Background: an optimization exercise with open tools, aiming at small area, a short achievable clock period and few clock cycles. Do not read the settings as production practice.
Function was checked by simulation only, so behaviour that the tests miss may differ from the original.
No activity file was given, so power comes from the tool's default toggle rates.

==> flow/design.v, too long to show whole: its modules and the start of the top module <==
// module mul_csa: 918 lines
// module register_file: 35 lines
// module ks_add: 32 lines
// module ALU: 19 lines
// module mips_core: 116 lines
module mips_core
( input  wire        clk,
  input  wire        rst_n,
  output wire [31:0] imem_addr,
  input  wire [31:0] imem_rdata,
  output wire [31:0] dmem_addr,
  output wire [31:0] dmem_wdata,
  output wire        dmem_we,
  input  wire [31:0] dmem_rdata
);
  // ...
==> flow/flow/run.sh <==
#!/bin/bash
# The standard layout, with ORFS's repair_timing asked to keep a larger
# setup margin than the 22 ns clock needs, so that it works on the period the
# design achieves. The constraints and the clock period are the standard flow's own.
set -euo pipefail
bash standard.sh SETUP_SLACK_MARGIN=16.5 finish > standard_flow.log 2>&1
==> flow/standard.sh <==
#!/bin/bash
# synth_recipe.tcl (not shown) runs the flow's synth.tcl, then flattens the netlist and writes it again
# the make line also repeats each setting of config.mk as NAME=value (left out here)
make -C /OpenROAD-flow-scripts/flow DESIGN_CONFIG=/design/flow/config.mk WORK_HOME=/design/flow/orfs CLKGATE_MAP_FILE= SYNTH_SCRIPT=/design/flow/synth_recipe.tcl "${@:-finish}"
==> flow/config.mk <==
export PLATFORM = sky130hd
export DESIGN_NAME = mips_core
export DESIGN_NICKNAME = mips_core
export VERILOG_FILES = /design/flow/design.v
export SDC_FILE = /design/flow/constraint.sdc
export NUM_CORES = 4
export LEC_CHECK = 0
export ABC_CLOCK_PERIOD_IN_PS = 2500
export CAP_MARGIN = 20
export CORE_MARGIN = 2
export CORE_UTILIZATION = 35
export PLACE_DENSITY = 0.55
export SLEW_MARGIN = 20
==> flow/constraint.sdc <==
create_clock -name core_clock -period 22.0 [get_ports {clk}]
set_input_delay 4.4000 -clock core_clock [delete_from_list [all_inputs] [get_ports {clk}]]
set_output_delay 4.4000 -clock core_clock [all_outputs]
set_load 0.01 [all_outputs]
==> flow_metrics.env, run 1 <==
export IMPL_clockBufferDepth=3
export IMPL_holdPathEnd="rf.valid[22]"
export IMPL_status="no timing/DRC/antenna violations"
export IMPL_yosys_register_bits=1257
export IMPL_vdd_ir_drop_max_v=0.0000877
export IMPL_initial_core_util_pct=35.3
export IMPL_inverters=200
export IMPL_cts_tree="yes"
export IMPL_switching_power_mw=2.35
export IMPL_multi_input_comb_area_um2=35800
export IMPL_ys_types=90
export IMPL_rows=168
export IMPL_holdWs_ns=0.505
export IMPL_crit_buf_inv=2
export IMPL_period_share_pct=27.1
export IMPL_pwr_share_comb_pct=26.9
export IMPL_yosys_area_top_type_share_pct=45.7
export IMPL_cts_resized=840
export IMPL_cts_hold_fix_buffers=0
export IMPL_grt_remaining_overflow=0
export IMPL_finalHoldViolations=0
export IMPL_multi_input_gates=4872
export IMPL_synth_top_family_by_area="compound AO/OA/AOI/OAI gates"
export IMPL_ff2ff_path_depth=21
export IMPL_p_seq_mw=2.80
export IMPL_critPathKind="register to output port"
export IMPL_ios=163
export IMPL_clk_pin_slew_worst_paths_ns=0.07
export IMPL_r2r_start="rf.valid[16]"
export IMPL_cp_max_fo=3
export IMPL_fmaxAchievable_mhz=168
export IMPL_top_usage_layer="met2"
export IMPL_slew_headroom_pct=12.4
export IMPL_synthCells=6957
export IMPL_yosysMostFrequentCell="edfxtp_1"
export IMPL_fin_util_pct=42.5
Testbench counts, summed over its fixed seeds: cycles 16,483.
==> run 2, diff against run 1 <==
--- a/flow/design.v
+++ b/flow/design.v
@@ -371,550 +371,550 @@
 wire neg15 = b[31];
 assign t271 = ((one15 & a[0]) | (two15 & 1'b0)) ^ neg15;
 assign t272 = ((one15 & a[1]) | (two15 & a[0])) ^ neg15;
-assign t273 = t25^t55;
-assign t274 = t25&t55;
-assign t275 = t26^t56;
-assign t276 = t26&t56;
-assign t277 = t27^t57^t85;
-assign t278 = (t27&t57)|(t27&t85)|(t57&t85);
-assign t279 = t111^t135;
-assign t280 = t111&t135;
-assign t281 = t28^t58^t86;
-assign t282 = (t28&t58)|(t28&t86)|(t58&t86);
-assign t283 = t112^t136;
-assign t284 = t112&t136;
-assign t285 = t29^t59^t87;
-assign t286 = (t29&t59)|(t29&t87)|(t59&t87);
-assign t287 = t113^t137^t159;
-assign t288 = (t113&t137)|(t113&t159)|(t137&t159);
-assign t289 = t179^t197;
-assign t290 = t179&t197;
-assign t291 = t30^t60^t88;
-assign t292 = (t30&t60)|(t30&t88)|(t60&t88);
-assign t293 = t114^t138^t160;
-assign t294 = (t114&t138)|(t114&t160)|(t138&t160);
-assign t295 = t180^t198;
-assign t296 = t180&t198;
-assign t297 = t31^t61^t89;
-assign t298 = (t31&t61)|(t31&t89)|(t61&t89);
-assign t299 = t115^t139^t161;
-assign t300 = (t115&t139)|(t115&t161)|(t139&t161);
-assign t301 = t181^t199^t215;
-assign t302 = (t181&t199)|(t181&t215)|(t199&t215);
-assign t303 = t229^t241;
-assign t304 = t229&t241;
-assign t305 = t32^t62^t90;
-assign t306 = (t32&t62)|(t32&t90)|(t62&t90);
-assign t307 = t116^t140^t162;
-assign t308 = (t116&t140)|(t116&t162)|(t140&t162);
-assign t309 = t182^t200^t216;
-assign t310 = (t182&t200)|(t182&t216)|(t200&t216);
-assign t311 = t230^t242;
-assign t312 = t230&t242;
-assign t313 = t17^t47;
-assign t314 = t17&t47;
-assign t315 = t18^t48;
-assign t316 = t18&t48;
-assign t317 = t19^t49^t77;
-assign t318 = (t19&t49)|(t19&t77)|(t49&t77);
-assign t319 = t103^t127;
-assign t320 = t103&t127;
-assign t321 = t20^t50^t78;
-assign t322 = (t20&t50)|(t20&t78)|(t50&t78);
-assign t323 = t104^t128;
-assign t324 = t104&t128;
-assign t325 = t21^t51^t79;
-assign t326 = (t21&t51)|(t21&t79)|(t51&t79);
-assign t327 = t105^t129^t151;
-assign t328 = (t105&t129)|(t105&t151)|(t129&t151);
-assign t329 = t171^t189;
-assign t330 = t171&t189;
-assign t331 = t22^t52^t80;
-assign t332 = (t22&t52)|(t22&t80)|(t52&t80);
-assign t333 = t106^t130^t152;
-assign t334 = (t106&t130)|(t106&t152)|(t130&t152);
-assign t335 = t172^t190;
-assign t336 = t172&t190;
-assign t337 = t23^t53^t81;
-assign t338 = (t23&t53)|(t23&t81)|(t53&t81);
-assign t339 = t107^t131^t153;
-assign t340 = (t107&t131)|(t107&t153)|(t131&t153);
-assign t341 = t173^t191^t207;
-assign t342 = (t173&t191)|(t173&t207)|(t191&t207);
-assign t343 = t221^t233;
-assign t344 = t221&t233;
-assign t345 = t24^t54^t82;
-assign t346 = (t24&t54)|(t24&t82)|(t54&t82);
-assign t347 = t108^t132^t154;
-assign t348 = (t108&t132)|(t108&t154)|(t132&t154);
-assign t349 = t174^t192^t208;
-assign t350 = (t174&t192)|(t174&t208)|(t192&t208);
-assign t351 = t222^t234;
-assign t352 = t222&t234;
-assign t353 = t83^t109^t133;
-assign t354 = (t83&t109)|(t83&t133)|(t109&t133);
-assign t355 = t155^t175^t193;
-assign t356 = (t155&t175)|(t155&t193)|(t175&t193);
-assign t357 = t209^t223^t235;
-assign t358 = (t209&t223)|(t209&t235)|(t223&t235);
-assign t359 = t245^t253^neg12;
-assign t360 = (t245&t253)|(t245&neg12)|(t253&neg12);
-assign t361 = t84^t110^t134;
-assign t362 = (t84&t110)|(t84&t134)|(t110&t134);
-assign t363 = t156^t176^t194;
-assign t364 = (t156&t176)|(t156&t194)|(t176&t194);
-assign t365 = t210^t224^t236;
-assign t366 = (t210&t224)|(t210&t236)|(t224&t236);
-assign t367 = t246^t254^t275;
-assign t368 = (t246&t254)|(t246&t275)|(t254&t275);
-assign t369 = t157^t177^t195;
-assign t370 = (t157&t177)|(t157&t195)|(t177&t195);
-assign t371 = t211^t225^t237;
-assign t372 = (t211&t225)|(t211&t237)|(t225&t237);
-assign t373 = t247^t255^t261;
-assign t374 = (t247&t255)|(t247&t261)|(t255&t261);
-assign t375 = neg13^t277^t279;
-assign t376 = (neg13&t277)|(neg13&t279)|(t277&t279);
-assign t377 = t158^t178^t196;
-assign t378 = (t158&t178)|(t158&t196)|(t178&t196);
-assign t379 = t212^t226^t238;
-assign t380 = (t212&t226)|(t212&t238)|(t226&t238);
-assign t381 = t248^t256^t262;
-assign t382 = (t248&t256)|(t248&t262)|(t256&t262);
-assign t383 = t281^t283^t278;
-assign t384 = (t281&t283)|(t281&t278)|(t283&t278);
-assign t385 = t213^t227^t239;
-assign t386 = (t213&t227)|(t213&t239)|(t227&t239);
-assign t387 = t249^t257^t263;
-assign t388 = (t249&t257)|(t249&t263)|(t257&t263);
-assign t389 = t267^neg14^t285;
-assign t390 = (t267&neg14)|(t267&t285)|(neg14&t285);
-assign t391 = t287^t289^t282;
-assign t392 = (t287&t289)|(t287&t282)|(t289&t282);
-assign t393 = t214^t228^t240;
-assign t394 = (t214&t228)|(t214&t240)|(t228&t240);
-assign t395 = t250^t258^t264;
-assign t396 = (t250&t258)|(t250&t264)|(t258&t264);
-assign t397 = t268^t291^t293;
-assign t398 = (t268&t291)|(t268&t293)|(t291&t293);
-assign t399 = t295^t286^t288;
-assign t400 = (t295&t286)|(t295&t288)|(t286&t288);
-assign t401 = t251^t259^t265;
-assign t402 = (t251&t259)|(t251&t265)|(t259&t265);
-assign t403 = t269^t271^neg15;
-assign t404 = (t269&t271)|(t269&neg15)|(t271&neg15);
-assign t405 = t297^t299^t301;
-assign t406 = (t297&t299)|(t297&t301)|(t299&t301);
-assign t407 = t303^t292^t294;
-assign t408 = (t303&t292)|(t303&t294)|(t292&t294);
-assign t409 = t252^t260^t266;
-assign t410 = (t252&t260)|(t252&t266)|(t260&t266);
-assign t411 = t270^t272^t305;
-assign t412 = (t270&t272)|(t270&t305)|(t272&t305);
-assign t413 = t307^t309^t311;
-assign t414 = (t307&t309)|(t307&t311)|(t309&t311);
-assign t415 = t298^t300^t302;
-assign t416 = (t298&t300)|(t298&t302)|(t300&t302);
-assign t417 = t11^t41;
-assign t418 = t11&t41;
-assign t419 = t12^t42;
-assign t420 = t12&t42;
-assign t421 = t13^t43^t71;
-assign t422 = (t13&t43)|(t13&t71)|(t43&t71);
-assign t423 = t97^t121;
-assign t424 = t97&t121;
-assign t425 = t14^t44^t72;
-assign t426 = (t14&t44)|(t14&t72)|(t44&t72);
-assign t427 = t98^t122;
-assign t428 = t98&t122;
-assign t429 = t15^t45^t73;
-assign t430 = (t15&t45)|(t15&t73)|(t45&t73);
-assign t431 = t99^t123^t145;
-assign t432 = (t99&t123)|(t99&t145)|(t123&t145);
-assign t433 = t165^t183;
-assign t434 = t165&t183;
-assign t435 = t16^t46^t74;
-assign t436 = (t16&t46)|(t16&t74)|(t46&t74);
-assign t437 = t100^t124^t146;
-assign t438 = (t100&t124)|(t100&t146)|(t124&t146);
-assign t439 = t166^t184;
-assign t440 = t166&t184;
-assign t441 = t75^t101^t125;
-assign t442 = (t75&t101)|(t75&t125)|(t101&t125);
-assign t443 = t147^t167^t185;
-assign t444 = (t147&t167)|(t147&t185)|(t167&t185);
-assign t445 = t201^neg8^t313;
-assign t446 = (t201&neg8)|(t201&t313)|(neg8&t313);
-assign t447 = t76^t102^t126;
-assign t448 = (t76&t102)|(t76&t126)|(t102&t126);
-assign t449 = t148^t168^t186;
-assign t450 = (t148&t168)|(t148&t186)|(t168&t186);
-assign t451 = t202^t315^t314;
-assign t452 = (t202&t315)|(t202&t314)|(t315&t314);
-assign t453 = t149^t169^t187;
-assign t454 = (t149&t169)|(t149&t187)|(t169&t187);
-assign t455 = t203^t217^neg9;
-assign t456 = (t203&t217)|(t203&neg9)|(t217&neg9);
-assign t457 = t317^t319^t316;
-assign t458 = (t317&t319)|(t317&t316)|(t319&t316);
-assign t459 = t150^t170^t188;
-assign t460 = (t150&t170)|(t150&t188)|(t170&t188);
-assign t461 = t204^t218^t321;
-assign t462 = (t204&t218)|(t204&t321)|(t218&t321);
-assign t463 = t323^t318^t320;
-assign t464 = (t323&t318)|(t323&t320)|(t318&t320);
-assign t465 = t205^t219^t231;
-assign t466 = (t205&t219)|(t205&t231)|(t219&t231);
-assign t467 = neg10^t325^t327;
-assign t468 = (neg10&t325)|(neg10&t327)|(t325&t327);
-assign t469 = t329^t322^t324;
-assign t470 = (t329&t322)|(t329&t324)|(t322&t324);
-assign t471 = t206^t220^t232;
-assign t472 = (t206&t220)|(t206&t232)|(t220&t232);
-assign t473 = t331^t333^t335;
-assign t474 = (t331&t333)|(t331&t335)|(t333&t335);
-assign t475 = t326^t328^t330;
-assign t476 = (t326&t328)|(t326&t330)|(t328&t330);
-assign t477 = t243^neg11^t337;
-assign t478 = (t243&neg11)|(t243&t337)|(neg11&t337);
-assign t479 = t339^t341^t343;
-assign t480 = (t339&t341)|(t339&t343)|(t341&t343);
-assign t481 = t332^t334^t336;
-assign t482 = (t332&t334)|(t332&t336)|(t334&t336);
-assign t483 = t244^t345^t347;
-assign t484 = (t244&t345)|(t244&t347)|(t345&t347);
-assign t485 = t349^t351^t338;
-assign t486 = (t349&t351)|(t349&t338)|(t351&t338);
-assign t487 = t340^t342^t344;
-assign t488 = (t340&t342)|(t340&t344)|(t342&t344);
-assign t489 = t273^t353^t355;
-assign t490 = (t273&t353)|(t273&t355)|(t353&t355);
-assign t491 = t357^t359^t346;
-assign t492 = (t357&t359)|(t357&t346)|(t359&t346);
-assign t493 = t348^t350^t352;
-assign t494 = (t348&t350)|(t348&t352)|(t350&t352);
-assign t495 = t274^t361^t363;
-assign t496 = (t274&t361)|(t274&t363)|(t361&t363);
-assign t497 = t365^t367^t354;
-assign t498 = (t365&t367)|(t365&t354)|(t367&t354);
-assign t499 = t356^t358^t360;
-assign t500 = (t356&t358)|(t356&t360)|(t358&t360);
-assign t501 = t276^t369^t371;
-assign t502 = (t276&t369)|(t276&t371)|(t369&t371);
-assign t503 = t373^t375^t362;
-assign t504 = (t373&t375)|(t373&t362)|(t375&t362);
-assign t505 = t364^t366^t368;
-assign t506 = (t364&t366)|(t364&t368)|(t366&t368);
-assign t507 = t280^t377^t379;
-assign t508 = (t280&t377)|(t280&t379)|(t377&t379);
-assign t509 = t381^t383^t370;
-assign t510 = (t381&t383)|(t381&t370)|(t383&t370);
-assign t511 = t372^t374^t376;
-assign t512 = (t372&t374)|(t372&t376)|(t374&t376);
-assign t513 = t284^t385^t387;
-assign t514 = (t284&t385)|(t284&t387)|(t385&t387);
-assign t515 = t389^t391^t378;
-assign t516 = (t389&t391)|(t389&t378)|(t391&t378);
-assign t517 = t380^t382^t384;
-assign t518 = (t380&t382)|(t380&t384)|(t382&t384);
-assign t519 = t290^t393^t395;
-assign t520 = (t290&t393)|(t290&t395)|(t393&t395);
-assign t521 = t397^t399^t386;
-assign t522 = (t397&t399)|(t397&t386)|(t399&t386);
-assign t523 = t388^t390^t392;
-assign t524 = (t388&t390)|(t388&t392)|(t390&t392);
-assign t525 = t296^t401^t403;
-assign t526 = (t296&t401)|(t296&t403)|(t401&t403);
-assign t527 = t405^t407^t394;
-assign t528 = (t405&t407)|(t405&t394)|(t407&t394);
-assign t529 = t396^t398^t400;
-assign t530 = (t396&t398)|(t396&t400)|(t398&t400);
-assign t531 = t304^t409^t411;
-assign t532 = (t304&t409)|(t304&t411)|(t409&t411);
-assign t533 = t413^t415^t402;
-assign t534 = (t413&t415)|(t413&t402)|(t415&t402);
-assign t535 = t404^t406^t408;
-assign t536 = (t404&t406)|(t404&t408)|(t406&t408);
-assign t537 = t7^t37;
-assign t538 = t7&t37;
-assign t539 = t8^t38;
-assign t540 = t8&t38;
-assign t541 = t9^t39^t67;
-assign t542 = (t9&t39)|(t9&t67)|(t39&t67);
-assign t543 = t93^t117;
-assign t544 = t93&t117;
-assign t545 = t10^t40^t68;
-assign t546 = (t10&t40)|(t10&t68)|(t40&t68);
-assign t547 = t94^t118;
-assign t548 = t94&t118;
-assign t549 = t69^t95^t119;
-assign t550 = (t69&t95)|(t69&t119)|(t95&t119);
-assign t551 = t141^neg5^t417;
-assign t552 = (t141&neg5)|(t141&t417)|(neg5&t417);
-assign t553 = t70^t96^t120;
-assign t554 = (t70&t96)|(t70&t120)|(t96&t120);
-assign t555 = t142^t419^t418;
-assign t556 = (t142&t419)|(t142&t418)|(t419&t418);
-assign t557 = t143^t163^neg6;
-assign t558 = (t143&t163)|(t143&neg6)|(t163&neg6);
-assign t559 = t421^t423^t420;
-assign t560 = (t421&t423)|(t421&t420)|(t423&t420);
-assign t561 = t144^t164^t425;
-assign t562 = (t144&t164)|(t144&t425)|(t164&t425);
-assign t563 = t427^t422^t424;
-assign t564 = (t427&t422)|(t427&t424)|(t422&t424);
-assign t565 = neg7^t429^t431;
-assign t566 = (neg7&t429)|(neg7&t431)|(t429&t431);
-assign t567 = t433^t426^t428;
-assign t568 = (t433&t426)|(t433&t428)|(t426&t428);
-assign t569 = t435^t437^t439;
-assign t570 = (t435&t437)|(t435&t439)|(t437&t439);
-assign t571 = t430^t432^t434;
-assign t572 = (t430&t432)|(t430&t434)|(t432&t434);
-assign t573 = t441^t443^t445;
-assign t574 = (t441&t443)|(t441&t445)|(t443&t445);
-assign t575 = t436^t438^t440;
-assign t576 = (t436&t438)|(t436&t440)|(t438&t440);
-assign t577 = t447^t449^t451;
-assign t578 = (t447&t449)|(t447&t451)|(t449&t451);
-assign t579 = t442^t444^t446;
-assign t580 = (t442&t444)|(t442&t446)|(t444&t446);
-assign t581 = t453^t455^t457;
-assign t582 = (t453&t455)|(t453&t457)|(t455&t457);
-assign t583 = t448^t450^t452;
-assign t584 = (t448&t450)|(t448&t452)|(t450&t452);
-assign t585 = t459^t461^t463;
-assign t586 = (t459&t461)|(t459&t463)|(t461&t463);
-assign t587 = t454^t456^t458;
-assign t588 = (t454&t456)|(t454&t458)|(t456&t458);
-assign t589 = t465^t467^t469;
-assign t590 = (t465&t467)|(t465&t469)|(t467&t469);
-assign t591 = t460^t462^t464;
-assign t592 = (t460&t462)|(t460&t464)|(t462&t464);
-assign t593 = t471^t473^t475;
-assign t594 = (t471&t473)|(t471&t475)|(t473&t475);
-assign t595 = t466^t468^t470;
-assign t596 = (t466&t468)|(t466&t470)|(t468&t470);
-assign t597 = t477^t479^t481;
-assign t598 = (t477&t479)|(t477&t481)|(t479&t481);
-assign t599 = t472^t474^t476;
-assign t600 = (t472&t474)|(t472&t476)|(t474&t476);
-assign t601 = t483^t485^t487;
-assign t602 = (t483&t485)|(t483&t487)|(t485&t487);
-assign t603 = t478^t480^t482;
-assign t604 = (t478&t480)|(t478&t482)|(t480&t482);
-assign t605 = t489^t491^t493;
-assign t606 = (t489&t491)|(t489&t493)|(t491&t493);
-assign t607 = t484^t486^t488;
-assign t608 = (t484&t486)|(t484&t488)|(t486&t488);
-assign t609 = t495^t497^t499;
-assign t610 = (t495&t497)|(t495&t499)|(t497&t499);
-assign t611 = t490^t492^t494;
-assign t612 = (t490&t492)|(t490&t494)|(t492&t494);
-assign t613 = t501^t503^t505;
-assign t614 = (t501&t503)|(t501&t505)|(t503&t505);
-assign t615 = t496^t498^t500;
-assign t616 = (t496&t498)|(t496&t500)|(t498&t500);
-assign t617 = t507^t509^t511;
-assign t618 = (t507&t509)|(t507&t511)|(t509&t511);
-assign t619 = t502^t504^t506;
-assign t620 = (t502&t504)|(t502&t506)|(t504&t506);
-assign t621 = t513^t515^t517;
-assign t622 = (t513&t515)|(t513&t517)|(t515&t517);
-assign t623 = t508^t510^t512;
-assign t624 = (t508&t510)|(t508&t512)|(t510&t512);
-assign t625 = t519^t521^t523;
-assign t626 = (t519&t521)|(t519&t523)|(t521&t523);
-assign t627 = t514^t516^t518;
-assign t628 = (t514&t516)|(t514&t518)|(t516&t518);
-assign t629 = t525^t527^t529;
-assign t630 = (t525&t527)|(t525&t529)|(t527&t529);
-assign t631 = t520^t522^t524;
-assign t632 = (t520&t522)|(t520&t524)|(t522&t524);
-assign t633 = t531^t533^t535;
-assign t634 = (t531&t533)|(t531&t535)|(t533&t535);
-assign t635 = t526^t528^t530;
-assign t636 = (t526&t528)|(t526&t530)|(t528&t530);
-assign t637 = t5^t35;
-assign t638 = t5&t35;
-assign t639 = t6^t36;
-assign t640 = t6&t36;
-assign t641 = t65^t91^neg3;
-assign t642 = (t65&t91)|(t65&neg3)|(t91&neg3);
-assign t643 = t66^t92^t539;
-assign t644 = (t66&t92)|(t66&t539)|(t92&t539);
-assign t645 = neg4^t541^t543;
-assign t646 = (neg4&t541)|(neg4&t543)|(t541&t543);
-assign t647 = t545^t547^t542;
-assign t648 = (t545&t547)|(t545&t542)|(t547&t542);
-assign t649 = t549^t551^t546;
-assign t650 = (t549&t551)|(t549&t546)|(t551&t546);
-assign t651 = t553^t555^t550;
-assign t652 = (t553&t555)|(t553&t550)|(t555&t550);
-assign t653 = t557^t559^t554;
-assign t654 = (t557&t559)|(t557&t554)|(t559&t554);
-assign t655 = t561^t563^t558;
-assign t656 = (t561&t563)|(t561&t558)|(t563&t558);
-assign t657 = t565^t567^t562;
-assign t658 = (t565&t567)|(t565&t562)|(t567&t562);
-assign t659 = t569^t571^t566;
-assign t660 = (t569&t571)|(t569&t566)|(t571&t566);
-assign t661 = t573^t575^t570;
-assign t662 = (t573&t575)|(t573&t570)|(t575&t570);
-assign t663 = t577^t579^t574;
-assign t664 = (t577&t579)|(t577&t574)|(t579&t574);
-assign t665 = t581^t583^t578;
-assign t666 = (t581&t583)|(t581&t578)|(t583&t578);
-assign t667 = t585^t587^t582;
-assign t668 = (t585&t587)|(t585&t582)|(t587&t582);
-assign t669 = t589^t591^t586;
-assign t670 = (t589&t591)|(t589&t586)|(t591&t586);
-assign t671 = t593^t595^t590;
-assign t672 = (t593&t595)|(t593&t590)|(t595&t590);
-assign t673 = t597^t599^t594;
-assign t674 = (t597&t599)|(t597&t594)|(t599&t594);
-assign t675 = t601^t603^t598;
-assign t676 = (t601&t603)|(t601&t598)|(t603&t598);
-assign t677 = t605^t607^t602;
-assign t678 = (t605&t607)|(t605&t602)|(t607&t602);
-assign t679 = t609^t611^t606;
-assign t680 = (t609&t611)|(t609&t606)|(t611&t606);
-assign t681 = t613^t615^t610;
-assign t682 = (t613&t615)|(t613&t610)|(t615&t610);
-assign t683 = t617^t619^t614;
-assign t684 = (t617&t619)|(t617&t614)|(t619&t614);
-assign t685 = t621^t623^t618;
-assign t686 = (t621&t623)|(t621&t618)|(t623&t618);
-assign t687 = t625^t627^t622;
-assign t688 = (t625&t627)|(t625&t622)|(t627&t622);
-assign t689 = t629^t631^t626;
-assign t690 = (t629&t631)|(t629&t626)|(t631&t626);
-assign t691 = t633^t635^t630;
-assign t692 = (t633&t635)|(t633&t630)|(t635&t630);
-assign t693 = t3^t33;
-assign t694 = t3&t33;
-assign t695 = t4^t34;
-assign t696 = t4&t34;
-assign t697 = t63^neg2^t637;
-assign t698 = (t63&neg2)|(t63&t637)|(neg2&t637);
-assign t699 = t64^t639^t638;
-assign t700 = (t64&t639)|(t64&t638)|(t639&t638);
-assign t701 = t537^t641^t640;
-assign t702 = (t537&t641)|(t537&t640)|(t641&t640);
-assign t703 = t538^t643^t642;
-assign t704 = (t538&t643)|(t538&t642)|(t643&t642);
-assign t705 = t540^t645^t644;
-assign t706 = (t540&t645)|(t540&t644)|(t645&t644);
-assign t707 = t544^t647^t646;
-assign t708 = (t544&t647)|(t544&t646)|(t647&t646);
-assign t709 = t548^t649^t648;
-assign t710 = (t548&t649)|(t548&t648)|(t649&t648);
-assign t711 = t552^t651^t650;
-assign t712 = (t552&t651)|(t552&t650)|(t651&t650);
-assign t713 = t556^t653^t652;
-assign t714 = (t556&t653)|(t556&t652)|(t653&t652);
-assign t715 = t560^t655^t654;
-assign t716 = (t560&t655)|(t560&t654)|(t655&t654);
-assign t717 = t564^t657^t656;
-assign t718 = (t564&t657)|(t564&t656)|(t657&t656);
-assign t719 = t568^t659^t658;
-assign t720 = (t568&t659)|(t568&t658)|(t659&t658);
-assign t721 = t572^t661^t660;
-assign t722 = (t572&t661)|(t572&t660)|(t661&t660);
-assign t723 = t576^t663^t662;
-assign t724 = (t576&t663)|(t576&t662)|(t663&t662);
-assign t725 = t580^t665^t664;
-assign t726 = (t580&t665)|(t580&t664)|(t665&t664);
-assign t727 = t584^t667^t666;
-assign t728 = (t584&t667)|(t584&t666)|(t667&t666);
-assign t729 = t588^t669^t668;
-assign t730 = (t588&t669)|(t588&t668)|(t669&t668);
-assign t731 = t592^t671^t670;
-assign t732 = (t592&t671)|(t592&t670)|(t671&t670);
-assign t733 = t596^t673^t672;
-assign t734 = (t596&t673)|(t596&t672)|(t673&t672);
-assign t735 = t600^t675^t674;
-assign t736 = (t600&t675)|(t600&t674)|(t675&t674);
-assign t737 = t604^t677^t676;
-assign t738 = (t604&t677)|(t604&t676)|(t677&t676);
-assign t739 = t608^t679^t678;
-assign t740 = (t608&t679)|(t608&t678)|(t679&t678);
-assign t741 = t612^t681^t680;
-assign t742 = (t612&t681)|(t612&t680)|(t681&t680);
-assign t743 = t616^t683^t682;
-assign t744 = (t616&t683)|(t616&t682)|(t683&t682);
-assign t745 = t620^t685^t684;
-assign t746 = (t620&t685)|(t620&t684)|(t685&t684);
-assign t747 = t624^t687^t686;
-assign t748 = (t624&t687)|(t624&t686)|(t687&t686);
-assign t749 = t628^t689^t688;
-assign t750 = (t628&t689)|(t628&t688)|(t689&t688);
-assign t751 = t632^t691^t690;
-assign t752 = (t632&t691)|(t632&t690)|(t691&t690);
+assign t273 = neg1^t3;
+assign t274 = neg1&t3;
+assign t275 = t4^t34;
+assign t276 = t4&t34;
+assign t277 = neg2^t5^t35;
+assign t278 = (neg2&t5)|(neg2&t35)|(t5&t35);
+assign t279 = t63^t276;
+assign t280 = t63&t276;
+assign t281 = t6^t36^t64;
+assign t282 = (t6&t36)|(t6&t64)|(t36&t64);
+assign t283 = t278^t281;
+assign t284 = t278&t281;
+assign t285 = neg3^t7^t37;
+assign t286 = (neg3&t7)|(neg3&t37)|(t7&t37);
+assign t287 = t65^t91^t282;
+assign t288 = (t65&t91)|(t65&t282)|(t91&t282);
+assign t289 = t285^t284;
+assign t290 = t285&t284;
+assign t291 = t8^t38^t66;
+assign t292 = (t8&t38)|(t8&t66)|(t38&t66);
+assign t293 = t92^t286^t291;
+assign t294 = (t92&t286)|(t92&t291)|(t286&t291);
+assign t295 = t288^t293;
+assign t296 = t288&t293;
+assign t297 = neg4^t9^t39;
+assign t298 = (neg4&t9)|(neg4&t39)|(t9&t39);
+assign t299 = t67^t93^t117;
+assign t300 = (t67&t93)|(t67&t117)|(t93&t117);
+assign t301 = t292^t297^t299;
+assign t302 = (t292&t297)|(t292&t299)|(t297&t299);
+assign t303 = t294^t301;
+assign t304 = t294&t301;
+assign t305 = t10^t40^t68;
+assign t306 = (t10&t40)|(t10&t68)|(t40&t68);
+assign t307 = t94^t118^t298;
+assign t308 = (t94&t118)|(t94&t298)|(t118&t298);
+assign t309 = t300^t305^t302;
+assign t310 = (t300&t305)|(t300&t302)|(t305&t302);
+assign t311 = t307^t304;
+assign t312 = t307&t304;
+assign t313 = neg5^t11^t41;
+assign t314 = (neg5&t11)|(neg5&t41)|(t11&t41);
+assign t315 = t69^t95^t119;
+assign t316 = (t69&t95)|(t69&t119)|(t95&t119);
+assign t317 = t141^t306^t313;
+assign t318 = (t141&t306)|(t141&t313)|(t306&t313);
+assign t319 = t315^t308^t317;
+assign t320 = (t315&t308)|(t315&t317)|(t308&t317);
+assign t321 = t310^t319;
+assign t322 = t310&t319;
+assign t323 = t12^t42^t70;
+assign t324 = (t12&t42)|(t12&t70)|(t42&t70);
+assign t325 = t96^t120^t142;
+assign t326 = (t96&t120)|(t96&t142)|(t120&t142);
+assign t327 = t314^t316^t323;
+assign t328 = (t314&t316)|(t314&t323)|(t316&t323);
+assign t329 = t325^t318^t327;
+assign t330 = (t325&t318)|(t325&t327)|(t318&t327);
+assign t331 = t320^t329;
+assign t332 = t320&t329;
+assign t333 = neg6^t13^t43;
+assign t334 = (neg6&t13)|(neg6&t43)|(t13&t43);
+assign t335 = t71^t97^t121;
+assign t336 = (t71&t97)|(t71&t121)|(t97&t121);
+assign t337 = t143^t163^t324;
+assign t338 = (t143&t163)|(t143&t324)|(t163&t324);
+assign t339 = t326^t333^t335;
+assign t340 = (t326&t333)|(t326&t335)|(t333&t335);
+assign t341 = t328^t337^t339;
+assign t342 = (t328&t337)|(t328&t339)|(t337&t339);
+assign t343 = t330^t341;
+assign t344 = t330&t341;
+assign t345 = t14^t44^t72;
+assign t346 = (t14&t44)|(t14&t72)|(t44&t72);
+assign t347 = t98^t122^t144;
+assign t348 = (t98&t122)|(t98&t144)|(t122&t144);
+assign t349 = t164^t334^t336;
+assign t350 = (t164&t334)|(t164&t336)|(t334&t336);
+assign t351 = t345^t347^t338;
+assign t352 = (t345&t347)|(t345&t338)|(t347&t338);
+assign t353 = t340^t349^t342;
+assign t354 = (t340&t349)|(t340&t342)|(t349&t342);
+assign t355 = t351^t344;
+assign t356 = t351&t344;
+assign t357 = neg7^t15^t45;
+assign t358 = (neg7&t15)|(neg7&t45)|(t15&t45);
+assign t359 = t73^t99^t123;
+assign t360 = (t73&t99)|(t73&t123)|(t99&t123);
+assign t361 = t145^t165^t183;
+assign t362 = (t145&t165)|(t145&t183)|(t165&t183);
+assign t363 = t346^t348^t357;
+assign t364 = (t346&t348)|(t346&t357)|(t348&t357);
+assign t365 = t359^t361^t350;
+assign t366 = (t359&t361)|(t359&t350)|(t361&t350);
+assign t367 = t363^t352^t365;
+assign t368 = (t363&t352)|(t363&t365)|(t352&t365);
+assign t369 = t354^t367;
+assign t370 = t354&t367;
+assign t371 = t16^t46^t74;
+assign t372 = (t16&t46)|(t16&t74)|(t46&t74);
+assign t373 = t100^t124^t146;
+assign t374 = (t100&t124)|(t100&t146)|(t124&t146);
+assign t375 = t166^t184^t358;
+assign t376 = (t166&t184)|(t166&t358)|(t184&t358);
+assign t377 = t360^t362^t371;
+assign t378 = (t360&t362)|(t360&t371)|(t362&t371);
+assign t379 = t373^t364^t375;
+assign t380 = (t373&t364)|(t373&t375)|(t364&t375);
+assign t381 = t377^t366^t379;
+assign t382 = (t377&t366)|(t377&t379)|(t366&t379);
+assign t383 = t368^t381;
+assign t384 = t368&t381;
+assign t385 = neg8^t17^t47;
+assign t386 = (neg8&t17)|(neg8&t47)|(t17&t47);
+assign t387 = t75^t101^t125;
+assign t388 = (t75&t101)|(t75&t125)|(t101&t125);
+assign t389 = t147^t167^t185;
+assign t390 = (t147&t167)|(t147&t185)|(t167&t185);
+assign t391 = t201^t372^t374;
+assign t392 = (t201&t372)|(t201&t374)|(t372&t374);
+assign t393 = t385^t387^t389;
+assign t394 = (t385&t387)|(t385&t389)|(t387&t389);
+assign t395 = t376^t378^t391;
+assign t396 = (t376&t378)|(t376&t391)|(t378&t391);
+assign t397 = t393^t380^t395;
+assign t398 = (t393&t380)|(t393&t395)|(t380&t395);
+assign t399 = t382^t397;
+assign t400 = t382&t397;
+assign t401 = t18^t48^t76;
+assign t402 = (t18&t48)|(t18&t76)|(t48&t76);
+assign t403 = t102^t126^t148;
+assign t404 = (t102&t126)|(t102&t148)|(t126&t148);
+assign t405 = t168^t186^t202;
+assign t406 = (t168&t186)|(t168&t202)|(t186&t202);
+assign t407 = t386^t388^t390;
+assign t408 = (t386&t388)|(t386&t390)|(t388&t390);
+assign t409 = t401^t403^t405;
+assign t410 = (t401&t403)|(t401&t405)|(t403&t405);
+assign t411 = t392^t394^t407;
+assign t412 = (t392&t394)|(t392&t407)|(t394&t407);
+assign t413 = t409^t396^t411;
+assign t414 = (t409&t396)|(t409&t411)|(t396&t411);
+assign t415 = t398^t413;
+assign t416 = t398&t413;
+assign t417 = neg9^t19^t49;
+assign t418 = (neg9&t19)|(neg9&t49)|(t19&t49);
+assign t419 = t77^t103^t127;
+assign t420 = (t77&t103)|(t77&t127)|(t103&t127);
+assign t421 = t149^t169^t187;
+assign t422 = (t149&t169)|(t149&t187)|(t169&t187);
+assign t423 = t203^t217^t402;
+assign t424 = (t203&t217)|(t203&t402)|(t217&t402);
+assign t425 = t404^t406^t417;
+assign t426 = (t404&t406)|(t404&t417)|(t406&t417);
+assign t427 = t419^t421^t408;
+assign t428 = (t419&t421)|(t419&t408)|(t421&t408);
+assign t429 = t410^t423^t425;
+assign t430 = (t410&t423)|(t410&t425)|(t423&t425);
+assign t431 = t412^t427^t429;
+assign t432 = (t412&t427)|(t412&t429)|(t427&t429);
+assign t433 = t414^t431;
+assign t434 = t414&t431;
+assign t435 = t20^t50^t78;
+assign t436 = (t20&t50)|(t20&t78)|(t50&t78);
+assign t437 = t104^t128^t150;
+assign t438 = (t104&t128)|(t104&t150)|(t128&t150);
+assign t439 = t170^t188^t204;
+assign t440 = (t170&t188)|(t170&t204)|(t188&t204);
+assign t441 = t218^t418^t420;
+assign t442 = (t218&t418)|(t218&t420)|(t418&t420);
+assign t443 = t422^t435^t437;
+assign t444 = (t422&t435)|(t422&t437)|(t435&t437);
+assign t445 = t439^t424^t426;
+assign t446 = (t439&t424)|(t439&t426)|(t424&t426);
+assign t447 = t441^t443^t428;
+assign t448 = (t441&t443)|(t441&t428)|(t443&t428);
+assign t449 = t430^t445^t432;
+assign t450 = (t430&t445)|(t430&t432)|(t445&t432);
+assign t451 = t447^t434;
+assign t452 = t447&t434;
+assign t453 = neg10^t21^t51;
+assign t454 = (neg10&t21)|(neg10&t51)|(t21&t51);
+assign t455 = t79^t105^t129;
+assign t456 = (t79&t105)|(t79&t129)|(t105&t129);
+assign t457 = t151^t171^t189;
+assign t458 = (t151&t171)|(t151&t189)|(t171&t189);
+assign t459 = t205^t219^t231;
+assign t460 = (t205&t219)|(t205&t231)|(t219&t231);
+assign t461 = t436^t438^t440;
+assign t462 = (t436&t438)|(t436&t440)|(t438&t440);
+assign t463 = t453^t455^t457;
+assign t464 = (t453&t455)|(t453&t457)|(t455&t457);
+assign t465 = t459^t442^t444;
+assign t466 = (t459&t442)|(t459&t444)|(t442&t444);
+assign t467 = t461^t463^t446;
+assign t468 = (t461&t463)|(t461&t446)|(t463&t446);
+assign t469 = t465^t448^t467;
+assign t470 = (t465&t448)|(t465&t467)|(t448&t467);
+assign t471 = t450^t469;
+assign t472 = t450&t469;
+assign t473 = t22^t52^t80;
+assign t474 = (t22&t52)|(t22&t80)|(t52&t80);
+assign t475 = t106^t130^t152;
+assign t476 = (t106&t130)|(t106&t152)|(t130&t152);
+assign t477 = t172^t190^t206;
+assign t478 = (t172&t190)|(t172&t206)|(t190&t206);
+assign t479 = t220^t232^t454;
+assign t480 = (t220&t232)|(t220&t454)|(t232&t454);
+assign t481 = t456^t458^t460;
+assign t482 = (t456&t458)|(t456&t460)|(t458&t460);
+assign t483 = t473^t475^t477;
+assign t484 = (t473&t475)|(t473&t477)|(t475&t477);
+assign t485 = t462^t464^t479;
+assign t486 = (t462&t464)|(t462&t479)|(t464&t479);
+assign t487 = t481^t483^t466;
+assign t488 = (t481&t483)|(t481&t466)|(t483&t466);
+assign t489 = t485^t468^t487;
+assign t490 = (t485&t468)|(t485&t487)|(t468&t487);
+assign t491 = t470^t489;
+assign t492 = t470&t489;
+assign t493 = neg11^t23^t53;
+assign t494 = (neg11&t23)|(neg11&t53)|(t23&t53);
+assign t495 = t81^t107^t131;
+assign t496 = (t81&t107)|(t81&t131)|(t107&t131);
+assign t497 = t153^t173^t191;
+assign t498 = (t153&t173)|(t153&t191)|(t173&t191);
+assign t499 = t207^t221^t233;
+assign t500 = (t207&t221)|(t207&t233)|(t221&t233);
+assign t501 = t243^t474^t476;
+assign t502 = (t243&t474)|(t243&t476)|(t474&t476);
+assign t503 = t478^t493^t495;
+assign t504 = (t478&t493)|(t478&t495)|(t493&t495);
+assign t505 = t497^t499^t480;
+assign t506 = (t497&t499)|(t497&t480)|(t499&t480);
+assign t507 = t482^t484^t501;
+assign t508 = (t482&t484)|(t482&t501)|(t484&t501);
+assign t509 = t503^t486^t505;
+assign t510 = (t503&t486)|(t503&t505)|(t486&t505);
+assign t511 = t507^t488^t509;
+assign t512 = (t507&t488)|(t507&t509)|(t488&t509);
+assign t513 = t490^t511;
+assign t514 = t490&t511;
+assign t515 = t24^t54^t82;
+assign t516 = (t24&t54)|(t24&t82)|(t54&t82);
+assign t517 = t108^t132^t154;
+assign t518 = (t108&t132)|(t108&t154)|(t132&t154);
+assign t519 = t174^t192^t208;
+assign t520 = (t174&t192)|(t174&t208)|(t192&t208);
+assign t521 = t222^t234^t244;
+assign t522 = (t222&t234)|(t222&t244)|(t234&t244);
+assign t523 = t494^t496^t498;
+assign t524 = (t494&t496)|(t494&t498)|(t496&t498);
+assign t525 = t500^t515^t517;
+assign t526 = (t500&t515)|(t500&t517)|(t515&t517);
+assign t527 = t519^t521^t502;
+assign t528 = (t519&t521)|(t519&t502)|(t521&t502);
+assign t529 = t504^t523^t525;
+assign t530 = (t504&t523)|(t504&t525)|(t523&t525);
+assign t531 = t506^t508^t527;
+assign t532 = (t506&t508)|(t506&t527)|(t508&t527);
+assign t533 = t529^t510^t531;
+assign t534 = (t529&t510)|(t529&t531)|(t510&t531);
+assign t535 = t512^t533;
+assign t536 = t512&t533;
+assign t537 = neg12^t25^t55;
+assign t538 = (neg12&t25)|(neg12&t55)|(t25&t55);
+assign t539 = t83^t109^t133;
+assign t540 = (t83&t109)|(t83&t133)|(t109&t133);
+assign t541 = t155^t175^t193;
+assign t542 = (t155&t175)|(t155&t193)|(t175&t193);
+assign t543 = t209^t223^t235;
+assign t544 = (t209&t223)|(t209&t235)|(t223&t235);
+assign t545 = t245^t253^t516;
+assign t546 = (t245&t253)|(t245&t516)|(t253&t516);
+assign t547 = t518^t520^t522;
+assign t548 = (t518&t520)|(t518&t522)|(t520&t522);
+assign t549 = t537^t539^t541;
+assign t550 = (t537&t539)|(t537&t541)|(t539&t541);
+assign t551 = t543^t524^t526;
+assign t552 = (t543&t524)|(t543&t526)|(t524&t526);
+assign t553 = t545^t547^t549;
+assign t554 = (t545&t547)|(t545&t549)|(t547&t549);
+assign t555 = t528^t530^t551;
+assign t556 = (t528&t530)|(t528&t551)|(t530&t551);
+assign t557 = t553^t532^t555;
+assign t558 = (t553&t532)|(t553&t555)|(t532&t555);
+assign t559 = t534^t557;
+assign t560 = t534&t557;
+assign t561 = t26^t56^t84;
+assign t562 = (t26&t56)|(t26&t84)|(t56&t84);
+assign t563 = t110^t134^t156;
+assign t564 = (t110&t134)|(t110&t156)|(t134&t156);
+assign t565 = t176^t194^t210;
+assign t566 = (t176&t194)|(t176&t210)|(t194&t210);
+assign t567 = t224^t236^t246;
+assign t568 = (t224&t236)|(t224&t246)|(t236&t246);
+assign t569 = t254^t538^t540;
+assign t570 = (t254&t538)|(t254&t540)|(t538&t540);
+assign t571 = t542^t544^t561;
+assign t572 = (t542&t544)|(t542&t561)|(t544&t561);
+assign t573 = t563^t565^t567;
+assign t574 = (t563&t565)|(t563&t567)|(t565&t567);
+assign t575 = t546^t548^t550;
+assign t576 = (t546&t548)|(t546&t550)|(t548&t550);
+assign t577 = t569^t571^t573;
+assign t578 = (t569&t571)|(t569&t573)|(t571&t573);
+assign t579 = t552^t554^t575;
+assign t580 = (t552&t554)|(t552&t575)|(t554&t575);
+assign t581 = t577^t556^t579;
+assign t582 = (t577&t556)|(t577&t579)|(t556&t579);
+assign t583 = t558^t581;
+assign t584 = t558&t581;
+assign t585 = neg13^t27^t57;
+assign t586 = (neg13&t27)|(neg13&t57)|(t27&t57);
+assign t587 = t85^t111^t135;
+assign t588 = (t85&t111)|(t85&t135)|(t111&t135);
+assign t589 = t157^t177^t195;
+assign t590 = (t157&t177)|(t157&t195)|(t177&t195);
+assign t591 = t211^t225^t237;
+assign t592 = (t211&t225)|(t211&t237)|(t225&t237);
+assign t593 = t247^t255^t261;
+assign t594 = (t247&t255)|(t247&t261)|(t255&t261);
+assign t595 = t562^t564^t566;
+assign t596 = (t562&t564)|(t562&t566)|(t564&t566);
+assign t597 = t568^t585^t587;
+assign t598 = (t568&t585)|(t568&t587)|(t585&t587);
+assign t599 = t589^t591^t593;
+assign t600 = (t589&t591)|(t589&t593)|(t591&t593);
+assign t601 = t570^t572^t574;
+assign t602 = (t570&t572)|(t570&t574)|(t572&t574);
+assign t603 = t595^t597^t599;
+assign t604 = (t595&t597)|(t595&t599)|(t597&t599);
+assign t605 = t576^t578^t601;
+assign t606 = (t576&t578)|(t576&t601)|(t578&t601);
+assign t607 = t603^t580^t605;
+assign t608 = (t603&t580)|(t603&t605)|(t580&t605);
+assign t609 = t582^t607;
+assign t610 = t582&t607;
+assign t611 = t28^t58^t86;
+assign t612 = (t28&t58)|(t28&t86)|(t58&t86);
+assign t613 = t112^t136^t158;
+assign t614 = (t112&t136)|(t112&t158)|(t136&t158);
+assign t615 = t178^t196^t212;
+assign t616 = (t178&t196)|(t178&t212)|(t196&t212);
+assign t617 = t226^t238^t248;
+assign t618 = (t226&t238)|(t226&t248)|(t238&t248);
+assign t619 = t256^t262^t586;
+assign t620 = (t256&t262)|(t256&t586)|(t262&t586);
+assign t621 = t588^t590^t592;
+assign t622 = (t588&t590)|(t588&t592)|(t590&t592);
+assign t623 = t594^t611^t613;
+assign t624 = (t594&t611)|(t594&t613)|(t611&t613);
+assign t625 = t615^t617^t596;
+assign t626 = (t615&t617)|(t615&t596)|(t617&t596);
+assign t627 = t598^t600^t619;
+assign t628 = (t598&t600)|(t598&t619)|(t600&t619);
+assign t629 = t621^t623^t602;
+assign t630 = (t621&t623)|(t621&t602)|(t623&t602);
+assign t631 = t604^t625^t627;
+assign t632 = (t604&t625)|(t604&t627)|(t625&t627);
+assign t633 = t606^t629^t631;
+assign t634 = (t606&t629)|(t606&t631)|(t629&t631);
+assign t635 = t608^t633;
+assign t636 = t608&t633;
+assign t637 = neg14^t29^t59;
+assign t638 = (neg14&t29)|(neg14&t59)|(t29&t59);
+assign t639 = t87^t113^t137;
+assign t640 = (t87&t113)|(t87&t137)|(t113&t137);
+assign t641 = t159^t179^t197;
+assign t642 = (t159&t179)|(t159&t197)|(t179&t197);
+assign t643 = t213^t227^t239;
+assign t644 = (t213&t227)|(t213&t239)|(t227&t239);
+assign t645 = t249^t257^t263;
+assign t646 = (t249&t257)|(t249&t263)|(t257&t263);
+assign t647 = t267^t612^t614;
+assign t648 = (t267&t612)|(t267&t614)|(t612&t614);
+assign t649 = t616^t618^t637;
+assign t650 = (t616&t618)|(t616&t637)|(t618&t637);
+assign t651 = t639^t641^t643;
+assign t652 = (t639&t641)|(t639&t643)|(t641&t643);
+assign t653 = t645^t620^t622;
+assign t654 = (t645&t620)|(t645&t622)|(t620&t622);
+assign t655 = t624^t647^t649;
+assign t656 = (t624&t647)|(t624&t649)|(t647&t649);
+assign t657 = t651^t626^t628;
+assign t658 = (t651&t626)|(t651&t628)|(t626&t628);
+assign t659 = t653^t655^t630;
+assign t660 = (t653&t655)|(t653&t630)|(t655&t630);
+assign t661 = t632^t657^t634;
+assign t662 = (t632&t657)|(t632&t634)|(t657&t634);
+assign t663 = t659^t636;
+assign t664 = t659&t636;
+assign t665 = t30^t60^t88;
+assign t666 = (t30&t60)|(t30&t88)|(t60&t88);
+assign t667 = t114^t138^t160;
+assign t668 = (t114&t138)|(t114&t160)|(t138&t160);
+assign t669 = t180^t198^t214;
+assign t670 = (t180&t198)|(t180&t214)|(t198&t214);
+assign t671 = t228^t240^t250;
+assign t672 = (t228&t240)|(t228&t250)|(t240&t250);
+assign t673 = t258^t264^t268;
+assign t674 = (t258&t264)|(t258&t268)|(t264&t268);
+assign t675 = t638^t640^t642;
+assign t676 = (t638&t640)|(t638&t642)|(t640&t642);
+assign t677 = t644^t646^t665;
+assign t678 = (t644&t646)|(t644&t665)|(t646&t665);
+assign t679 = t667^t669^t671;
+assign t680 = (t667&t669)|(t667&t671)|(t669&t671);
+assign t681 = t673^t648^t650;
+assign t682 = (t673&t648)|(t673&t650)|(t648&t650);
+assign t683 = t652^t675^t677;
+assign t684 = (t652&t675)|(t652&t677)|(t675&t677);
+assign t685 = t679^t654^t656;
+assign t686 = (t679&t654)|(t679&t656)|(t654&t656);
+assign t687 = t681^t683^t658;
+assign t688 = (t681&t683)|(t681&t658)|(t683&t658);
+assign t689 = t685^t660^t687;
+assign t690 = (t685&t660)|(t685&t687)|(t660&t687);
+assign t691 = t662^t689;
+assign t692 = t662&t689;
+assign t693 = neg15^t31^t61;
+assign t694 = (neg15&t31)|(neg15&t61)|(t31&t61);
+assign t695 = t89^t115^t139;
+assign t696 = (t89&t115)|(t89&t139)|(t115&t139);
+assign t697 = t161^t181^t199;
+assign t698 = (t161&t181)|(t161&t199)|(t181&t199);
+assign t699 = t215^t229^t241;
+assign t700 = (t215&t229)|(t215&t241)|(t229&t241);
+assign t701 = t251^t259^t265;
+assign t702 = (t251&t259)|(t251&t265)|(t259&t265);
+assign t703 = t269^t271^t666;
+assign t704 = (t269&t271)|(t269&t666)|(t271&t666);
+assign t705 = t668^t670^t672;
+assign t706 = (t668&t670)|(t668&t672)|(t670&t672);
+assign t707 = t674^t693^t695;
+assign t708 = (t674&t693)|(t674&t695)|(t693&t695);
+assign t709 = t697^t699^t701;
+assign t710 = (t697&t699)|(t697&t701)|(t699&t701);
+assign t711 = t676^t678^t680;
+assign t712 = (t676&t678)|(t676&t680)|(t678&t680);
+assign t713 = t703^t705^t707;
+assign t714 = (t703&t705)|(t703&t707)|(t705&t707);
+assign t715 = t709^t682^t684;
+assign t716 = (t709&t682)|(t709&t684)|(t682&t684);
+assign t717 = t711^t713^t686;
+assign t718 = (t711&t713)|(t711&t686)|(t713&t686);
+assign t719 = t715^t688^t717;
+assign t720 = (t715&t688)|(t715&t717)|(t688&t717);
+assign t721 = t690^t719;
+assign t722 = t690&t719;
+assign t723 = t32^t62^t90;
+assign t724 = (t32&t62)|(t32&t90)|(t62&t90);
+assign t725 = t116^t140^t162;
+assign t726 = (t116&t140)|(t116&t162)|(t140&t162);
+assign t727 = t182^t200^t216;
+assign t728 = (t182&t200)|(t182&t216)|(t200&t216);
+assign t729 = t230^t242^t252;
+assign t730 = (t230&t242)|(t230&t252)|(t242&t252);
+assign t731 = t260^t266^t270;
+assign t732 = (t260&t266)|(t260&t270)|(t266&t270);
+assign t733 = t272^t694^t696;
+assign t734 = (t272&t694)|(t272&t696)|(t694&t696);
+assign t735 = t698^t700^t702;
+assign t736 = (t698&t700)|(t698&t702)|(t700&t702);
+assign t737 = t723^t725^t727;
+assign t738 = (t723&t725)|(t723&t727)|(t725&t727);
+assign t739 = t729^t731^t704;
+assign t740 = (t729&t731)|(t729&t704)|(t731&t704);
+assign t741 = t706^t708^t710;
+assign t742 = (t706&t708)|(t706&t710)|(t708&t710);
+assign t743 = t733^t735^t737;
+assign t744 = (t733&t735)|(t733&t737)|(t735&t737);
+assign t745 = t712^t714^t739;
+assign t746 = (t712&t714)|(t712&t739)|(t714&t739);
+assign t747 = t741^t743^t716;
+assign t748 = (t741&t743)|(t741&t716)|(t743&t716);
+assign t749 = t745^t718^t747;
+assign t750 = (t745&t718)|(t745&t747)|(t718&t747);
+assign t751 = t720^t749;
+assign t752 = t720&t749;
 assign s[0] = t1;
 assign c[0] = neg0;
 assign s[1] = t2;
 assign c[1] = 1'b0;
-assign s[2] = neg1;
-assign c[2] = t693;
-assign s[3] = t695;
-assign c[3] = t694;
-assign s[4] = t697;
-assign c[4] = t696;
-assign s[5] = t699;
-assign c[5] = t698;
-assign s[6] = t701;
-assign c[6] = t700;
-assign s[7] = t703;
-assign c[7] = t702;
-assign s[8] = t705;
-assign c[8] = t704;
-assign s[9] = t707;
-assign c[9] = t706;
-assign s[10] = t709;
-assign c[10] = t708;
-assign s[11] = t711;
-assign c[11] = t710;
-assign s[12] = t713;
-assign c[12] = t712;
-assign s[13] = t715;
-assign c[13] = t714;
-assign s[14] = t717;
-assign c[14] = t716;
-assign s[15] = t719;
-assign c[15] = t718;
-assign s[16] = t721;
-assign c[16] = t720;
-assign s[17] = t723;
-assign c[17] = t722;
-assign s[18] = t725;
-assign c[18] = t724;
-assign s[19] = t727;
-assign c[19] = t726;
-assign s[20] = t729;
-assign c[20] = t728;
-assign s[21] = t731;
-assign c[21] = t730;
-assign s[22] = t733;
-assign c[22] = t732;
-assign s[23] = t735;
-assign c[23] = t734;
-assign s[24] = t737;
-assign c[24] = t736;
-assign s[25] = t739;
-assign c[25] = t738;
-assign s[26] = t741;
-assign c[26] = t740;
-assign s[27] = t743;
-assign c[27] = t742;
-assign s[28] = t745;
-assign c[28] = t744;
-assign s[29] = t747;
-assign c[29] = t746;
-assign s[30] = t749;
-assign c[30] = t748;
-assign s[31] = t751;
-assign c[31] = t750;
+assign s[2] = t33;
+assign c[2] = t273;
+assign s[3] = t274;
+assign c[3] = t275;
+assign s[4] = t277;
+assign c[4] = t279;
+assign s[5] = t280;
+assign c[5] = t283;
+assign s[6] = t287;
+assign c[6] = t289;
+assign s[7] = t290;
+assign c[7] = t295;
+assign s[8] = t296;
+assign c[8] = t303;
+assign s[9] = t309;
+assign c[9] = t311;
+assign s[10] = t312;
+assign c[10] = t321;
+assign s[11] = t322;
+assign c[11] = t331;
+assign s[12] = t332;
+assign c[12] = t343;
+assign s[13] = t353;
+assign c[13] = t355;
+assign s[14] = t356;
+assign c[14] = t369;
+assign s[15] = t370;
+assign c[15] = t383;
+assign s[16] = t384;
+assign c[16] = t399;
+assign s[17] = t400;
+assign c[17] = t415;
+assign s[18] = t416;
+assign c[18] = t433;
+assign s[19] = t449;
+assign c[19] = t451;
+assign s[20] = t452;
+assign c[20] = t471;
+assign s[21] = t472;
+assign c[21] = t491;
+assign s[22] = t492;
+assign c[22] = t513;
+assign s[23] = t514;
+assign c[23] = t535;
+assign s[24] = t536;
+assign c[24] = t559;
+assign s[25] = t560;
+assign c[25] = t583;
+assign s[26] = t584;
+assign c[26] = t609;
+assign s[27] = t610;
+assign c[27] = t635;
+assign s[28] = t661;
+assign c[28] = t663;
+assign s[29] = t664;
+assign c[29] = t691;
+assign s[30] = t692;
+assign c[30] = t721;
+assign s[31] = t722;
+assign c[31] = t751;
 endmodule
 module register_file (
     input  wire        clk,
@@ -1016,29 +1016,23 @@
 reg  [31:0] ir;
 reg         ir_v;
 reg  [31:0] sel_a, sel_b;    
+assign imem_addr = {pc, 2'b00};
+wire [5:0] f_op = imem_rdata[31:26];
+wire [5:0] f_fn = imem_rdata[5:0];
+wire f_rtype = (f_op == 6'b000000);
+wire f_addi  = (f_op == 6'b001000);
+wire f_lw    = (f_op == 6'b100011);
+wire f_sw    = (f_op == 6'b101011);
+wire f_beq   = (f_op == 6'b000100);
+wire f_jump  = (f_op == 6'b000010);
 wire [31:0] f_sel_a = 32'b1 << imem_rdata[25:21];
 wire [31:0] f_sel_b = 32'b1 << imem_rdata[20:16];
-assign imem_addr = {pc, 2'b00};
-wire f_jump = (imem_rdata[31:26] == 6'b000010);
-wire [5:0] op = ir[31:26];
-wire [5:0] fn = ir[5:0];
+reg e_rtype, e_lw, e_sw, e_beq, e_wr, e_mul, e_sub, use_rs, use_rt;
+reg [1:0] e_sel;             
 wire [4:0] rs = ir[25:21];
 wire [4:0] rt = ir[20:16];
 wire [4:0] rd = ir[15:11];
-wire e_rtype = (op == 6'b000000);
-wire e_addi  = (op == 6'b001000);
-wire e_lw    = (op == 6'b100011);
-wire e_sw    = (op == 6'b101011);
-wire e_beq   = (op == 6'b000100);
-wire e_sub = e_rtype & ((fn == 6'b100010) | (fn == 6'b101010));
-wire e_mul = e_rtype & (fn == 6'b011100);
-wire e_and = e_rtype & (fn == 6'b100100);
-wire e_or  = e_rtype & (fn == 6'b100101);
-wire e_slt = e_rtype & (fn == 6'b101010);
-wire       e_wr = e_rtype | e_addi | e_lw;
 wire [4:0] e_wa = e_rtype ? rd : rt;
-wire use_rs = e_rtype | e_addi | e_lw | e_sw | e_beq;
-wire use_rt = e_rtype | e_sw | e_beq;
 reg         m_wr;       
 reg         m_st;       
 reg         m_ld;
@@ -1047,23 +1041,27 @@
 reg  [4:0]  m_wa;
 reg  [31:0] m_res;      
 reg  [31:0] m_x;        
+reg  [31:0] o_addr;     
+reg  [31:0] o_wdata;    
 wire [31:0] rf_a, rf_b;
 wire        m_late = m_ld | m_mul2;
-wire        hit_a  = m_wr & (m_wa == rs);
-wire        hit_b  = m_wr & (m_wa == rt);
-wire        stall  = ir_v & (m_mul1 | (m_late & ((use_rs & hit_a) | (use_rt & hit_b))));
+wire        eq_a   = (m_wa == rs);
+wire        eq_b   = (m_wa == rt);
+wire        hit_a  = m_wr & eq_a;
+wire        hit_b  = m_wr & eq_b;
+wire        dep    = (use_rs & eq_a) | (use_rt & eq_b);
+wire        stall  = ir_v & ((m_mul1 & (e_wr | dep)) | (m_late & m_wr & dep));
 wire [31:0] a = hit_a ? m_res : rf_a;
 wire [31:0] b = hit_b ? m_res : rf_b;
 wire [31:0] sx = {{16{ir[15]}}, ir[15:0]};
 wire [31:0] alu_b = e_rtype ? b : sx;
-wire [1:0]  alu_sel = e_and ? 2'd1 : e_or ? 2'd2 : e_slt ? 2'd3 : 2'd0;
 wire [31:0] alu_y;
-ALU alu (.a(a), .b(alu_b), .sub(e_sub), .sel(alu_sel), .y(alu_y));
+ALU alu (.a(a), .b(alu_b), .sub(e_sub), .sel(e_sel), .y(alu_y));
 wire go       = ir_v & ~stall;
 wire br_taken = go & e_beq & (a == b);
 wire [31:2] br_target = pc + sx[29:0];    
 wire [31:0] mul_s, mul_c;
-mul_csa mulcsa (.a(m_res), .b(m_x), .s(mul_s), .c(mul_c));
+mul_csa mulcsa (.a(m_x), .b(m_res), .s(mul_s), .c(mul_c));
 wire [31:0] mul_y;
 wire        mul_co;
 ks_add #(32) muladd (.a(m_res), .b(m_x), .ci(1'b0), .s(mul_y), .co(mul_co));
@@ -1073,48 +1071,64 @@
     .sel1(sel_a), .sel2(sel_b), .rd1(rf_a), .rd2(rf_b),
     .we(m_wr), .wa(m_wa), .wd(wb)
 );
-assign dmem_addr  = m_res;
-assign dmem_wdata = m_x;
+assign dmem_addr  = o_addr;
+assign dmem_wdata = o_wdata;
 assign dmem_we    = m_st;
-reg  [31:2] pc_inc;
-reg         pc_all1;
-integer k;
-always @(*) begin
-    pc_all1 = 1'b1;
-    for (k = 2; k < 32; k = k + 1) begin
-        pc_inc[k] = pc[k] ^ pc_all1;
-        pc_all1   = pc_all1 & pc[k];
+wire [31:2] pc_inc;
+genvar k;
+generate
+    for (k = 2; k < 32; k = k + 1) begin : inc
+        if (k == 2) begin : b0
+            assign pc_inc[k] = ~pc[k];
+        end else begin : bn
+            assign pc_inc[k] = pc[k] ^ (&pc[k-1:2]);
+        end
     end
-end
+endgenerate
 wire [31:2] pc_seq  = stall ? pc : br_taken ? br_target : pc_inc;
 wire        take_j  = f_jump & ~stall & ~br_taken;
 wire [31:2] pc_next = take_j ? {pc[31:28], imem_rdata[25:0]} : pc_seq;
 always @(posedge clk or negedge rst_n) begin
     if (!rst_n) begin
-        pc   <= 30'b0;
-        ir_v <= 1'b0;
-        m_wr <= 1'b0;
-        m_st <= 1'b0;
+        pc     <= 30'b0;
+        ir_v   <= 1'b0;
+        m_wr   <= 1'b0;
+        m_st   <= 1'b0;
         m_mul1 <= 1'b0;
         m_mul2 <= 1'b0;
     end else begin
-        pc   <= pc_next;
-        ir_v <= stall ? ir_v : ~br_taken;
-        m_wr <= (go & e_wr & ~e_mul) | m_mul1;
-        m_st <= go & e_sw;
+        pc     <= pc_next;
+        ir_v   <= stall ? ir_v : ~br_taken;
+        m_wr   <= (go & e_wr & ~e_mul) | m_mul1;
+        m_st   <= go & e_sw;
         m_mul1 <= go & e_mul;
         m_mul2 <= m_mul1;
     end
 end
 always @(posedge clk) begin
     if (!stall) begin
-        ir    <= imem_rdata;
-        sel_a <= f_sel_a;
-        sel_b <= f_sel_b;
+        ir      <= imem_rdata;
+        sel_a   <= f_sel_a;
+        sel_b   <= f_sel_b;
+        e_rtype <= f_rtype;
+        e_lw    <= f_lw;
+        e_sw    <= f_sw;
+        e_beq   <= f_beq;
+        e_wr    <= f_rtype | f_addi | f_lw;
+        e_mul   <= f_rtype & (f_fn == 6'b011100);
+        e_sub   <= f_rtype & ((f_fn == 6'b100010) | (f_fn == 6'b101010));
+        e_sel   <= ~f_rtype                ? 2'd0 :
+                   (f_fn == 6'b100100)     ? 2'd1 :
+                   (f_fn == 6'b100101)     ? 2'd2 :
+                   (f_fn == 6'b101010)     ? 2'd3 : 2'd0;
+        use_rs  <= f_rtype | f_addi | f_lw | f_sw | f_beq;
+        use_rt  <= f_rtype | f_sw | f_beq;
     end
-    m_ld  <= e_lw & ~m_mul1;
+    m_ld    <= e_lw & ~m_mul1;
     if (!m_mul1) m_wa <= e_wa;
-    m_res <= m_mul1 ? mul_s : e_mul ? a : alu_y;
-    m_x   <= m_mul1 ? mul_c : b;
+    m_res   <= m_mul1 ? mul_s : e_mul ? b : alu_y;
+    m_x     <= m_mul1 ? mul_c : a;
+    o_addr  <= alu_y;
+    o_wdata <= b;
 end
 endmodule
==> flow/flow/run.sh (replaced) <==
#!/bin/bash
# The standard layout, with ORFS's repair_timing asked to keep a larger
# setup margin than the 22 ns clock needs, so that it works on the period the
# design achieves. The constraints and the clock period are the standard flow's own.
set -euo pipefail
bash standard.sh SETUP_SLACK_MARGIN=16.2 finish > standard_flow.log 2>&1
--- a/flow/config.mk
+++ b/flow/config.mk
@@ -5,9 +5,10 @@
 export SDC_FILE = /design/flow/constraint.sdc
 export NUM_CORES = 4
 export LEC_CHECK = 0
+export ABC_AREA = 1
 export ABC_CLOCK_PERIOD_IN_PS = 2500
 export CAP_MARGIN = 20
 export CORE_MARGIN = 2
-export CORE_UTILIZATION = 35
-export PLACE_DENSITY = 0.55
+export CORE_UTILIZATION = 55
+export PLACE_DENSITY = 0.7
 export SLEW_MARGIN = 20
==> run 2 against run 1 <==
Effect of this change: largest cell class unchanged; clock skew is 0.0048 ns higher; routed wire length shrank 18%; sequential power up 5%; critical path depth decreased by 1; count of clock-buffer cells in the layout increased by 21; sequential share of layout area rose by 3.8 points; non-clock buffer count is 326 lower; total power increased by 24%; cell area decreased by 5.2%; first-iteration DRC count is 0.91% higher; via count fell by 0.58%.
==> flow_metrics.env, run 2 <==
export IMPL_yosysMostFrequentCell="inv_1"
export IMPL_max_stage_delay_ns=0.45
export IMPL_insertion_delay_ns=0.85
export IMPL_synth_avg_cell_area_um2=9.21
export IMPL_switching_power_mw=3.33
export IMPL_rsz0062_at_grt="yes"
export IMPL_synthCells=8216
export IMPL_finalMaxSlewViolations=0
export IMPL_globalplace_congestion=1.04
export IMPL_dp_hpwl_um=193000
export IMPL_grt_remaining_overflow=0
export IMPL_yosys_register_bits=1326
export IMPL_fmaxAchievable_mhz=172
export IMPL_drc=0
export IMPL_critPathKind="register to output port"
export IMPL_initial_core_util_pct=55.2
export IMPL_critPathTopFamily="flip-flops"
export IMPL_vdd_ir_drop_max_v=0.000340
export IMPL_ios=163
export IMPL_cp_max_fo=2
export IMPL_r2r_start="sel_b[8]"
export IMPL_wl_per_cell_um=33.4
export IMPL_p_int_mw=5.59
export IMPL_clk_pin_slew_worst_paths_ns=0.06
export IMPL_first_pass_iters=14
export IMPL_yosysWarnings=5
export IMPL_place_ws_ns=15.42
export IMPL_cap_viol_max_count=0
export IMPL_worstHoldStart="e_lw"
export IMPL_synth_edf_count=1130
export IMPL_ys_types=60
export IMPL_die_w_um=375
export IMPL_rows=136
export IMPL_cts_tree="yes"
export IMPL_finalSetupViolations=0
export IMPL_pwr_share_comb_pct=39.4
export IMPL_grt_max_degree=84
export IMPL_yosys_area_top_type_share_pct=44.8
export IMPL_clockBufferDepth=3
export IMPL_async_flop_share_pct=5.05
export IMPL_clock_sinks=1326
export IMPL_crit_path_start_kind="register"
export IMPL_power_frac_seq_pct=33.0
export IMPL_period_share_pct=26.4
export IMPL_crit_buf_inv=1
export IMPL_slew_headroom_pct=17.8
export IMPL_status="no timing/DRC/antenna violations"
export IMPL_worst_endpoint_arrival_ns=1.41
export IMPL_finalHoldViolations=0
## run 2: changes by cell type after synthesis, moves of 106 or more
cell	previous run	this run
buf_2	24	144
nand2_1	612	1143
inv_1	192	1467
clkbuf_1	471	219
o22ai_1	100	1246
xor2_1	97	358
nand3_1	76	218
a22oi_1	1038	4
a21oi_1	370	185
buf_1	136	30
nor2_1	459	846
## run 2: through the flow
step	hold slack, ns	utilization, %	area, um2	std cells
6_report	0.440	61.8	84600	10200
5_1_grt	0.460	61.7	84600	10200
4_1_cts	0.439	61.5	84300	10200
3_5_place_dp	0.439	58.0	79500	9901
3_3_place_gp	0.444	58.0	79400	9900
2_1_floorplan	0.408	-	75700	8217
## run 2: cell families after synthesis
group                      after synthesis  synth area share [%]
other                                    1               0.00496
AOI/OAI and AO/OA                     1811                  14.4
DFF                                   1326                  50.5
and+or+nand+nor                       2414                  13.1
xor gates and xnor gates               399                  4.62
adders and majority gates              331                  7.45
buffers and inverters                 1934                  9.92
## run 2: final timing paths
path | cells after the start | slack, ns | to
setup reg to reg | 24 | 16.21 | m_res[29]
setup / recovery | 1 | 16.19 | imem_addr[26]
hold reg to reg | 2 | 0.44 | m_ld
max in group asynchronous | 1 | 17.51 | pc[23]
min in group asynchronous | 1 | 3.72 | pc[28]
hold / removal | 2 | 0.44 | m_ld
## run 2: power groups by stage
stage / clock network, mW / registers, mW / logic (mW)
2_1_floorplan: 0 / 2.98 / 2.01
3_3_place_gp: 0 / 3.02 / 3.22
3_5_place_dp: 0 / 3.02 / 3.27
4_1_cts: 2.44 / 2.94 / 3.36
5_1_grt: 2.53 / 2.95 / 3.82
6_report: 2.46 / 2.95 / 3.51
## run 2: what timing repair did
item | 4_1_cts | 5_1_grt
endpoints found under the setup margin | 122 | 80
buffers inserted | 29 | 15
gates resized for setup | 336 | 51
hold buffers | 0 | 0
gates cloned | 0 | 1
pin swaps | 0 | 1
## run 2: layout make-up
type	count	area [um2]	area share [%]
multi-input cells	4958	30800	36.4
repair buffers	339	2840	3.36
well taps	1794	2240	2.65
clock inverters	77	871	1.03
flip-flops and latches	1326	38300	45.2
inverters	1529	5780	6.83
diodes	21	52.6	0.0621
clock buffers	180	3800	4.49
## run 2: layer usage
layer / global-route usage [%] / up-vias / wire (um)
li1: - / 28100 / -
met1: 58.9 / 32600 / 111000
met5: 0.892 / - / 163
met3: 20.5 / 2280 / 62600
met2: 63.3 / 7804 / 132000
met4: 37.0 / 12 / 35400
## run 2: worst reg2reg max path: stages (launching register included)
cell	delay [ns]
edfxtp_1	0.48
nand2_4	0.47
buf_6	0.46
o22ai_1	0.14
nor4_1	0.44
nand4_1	0.63
nand2_1	0.35
inv_2	0.07
o21ai_0	0.32
xor2_1	0.12
ha_1	0.39
a21oi_1	0.17
inv_1	0.08
a31oi_1	0.20
o21ai_0	0.14
inv_1	0.11
nor2_1	0.06
a211oi_1	0.20
inv_1	0.09
nor2_1	0.11
nand2_1	0.06
nand3_1	0.11
nand3_1	0.12
nand2_1	0.27
nand2_1	0.08
Testbench counts of run 2, summed over its fixed seeds: cycles 16,365.
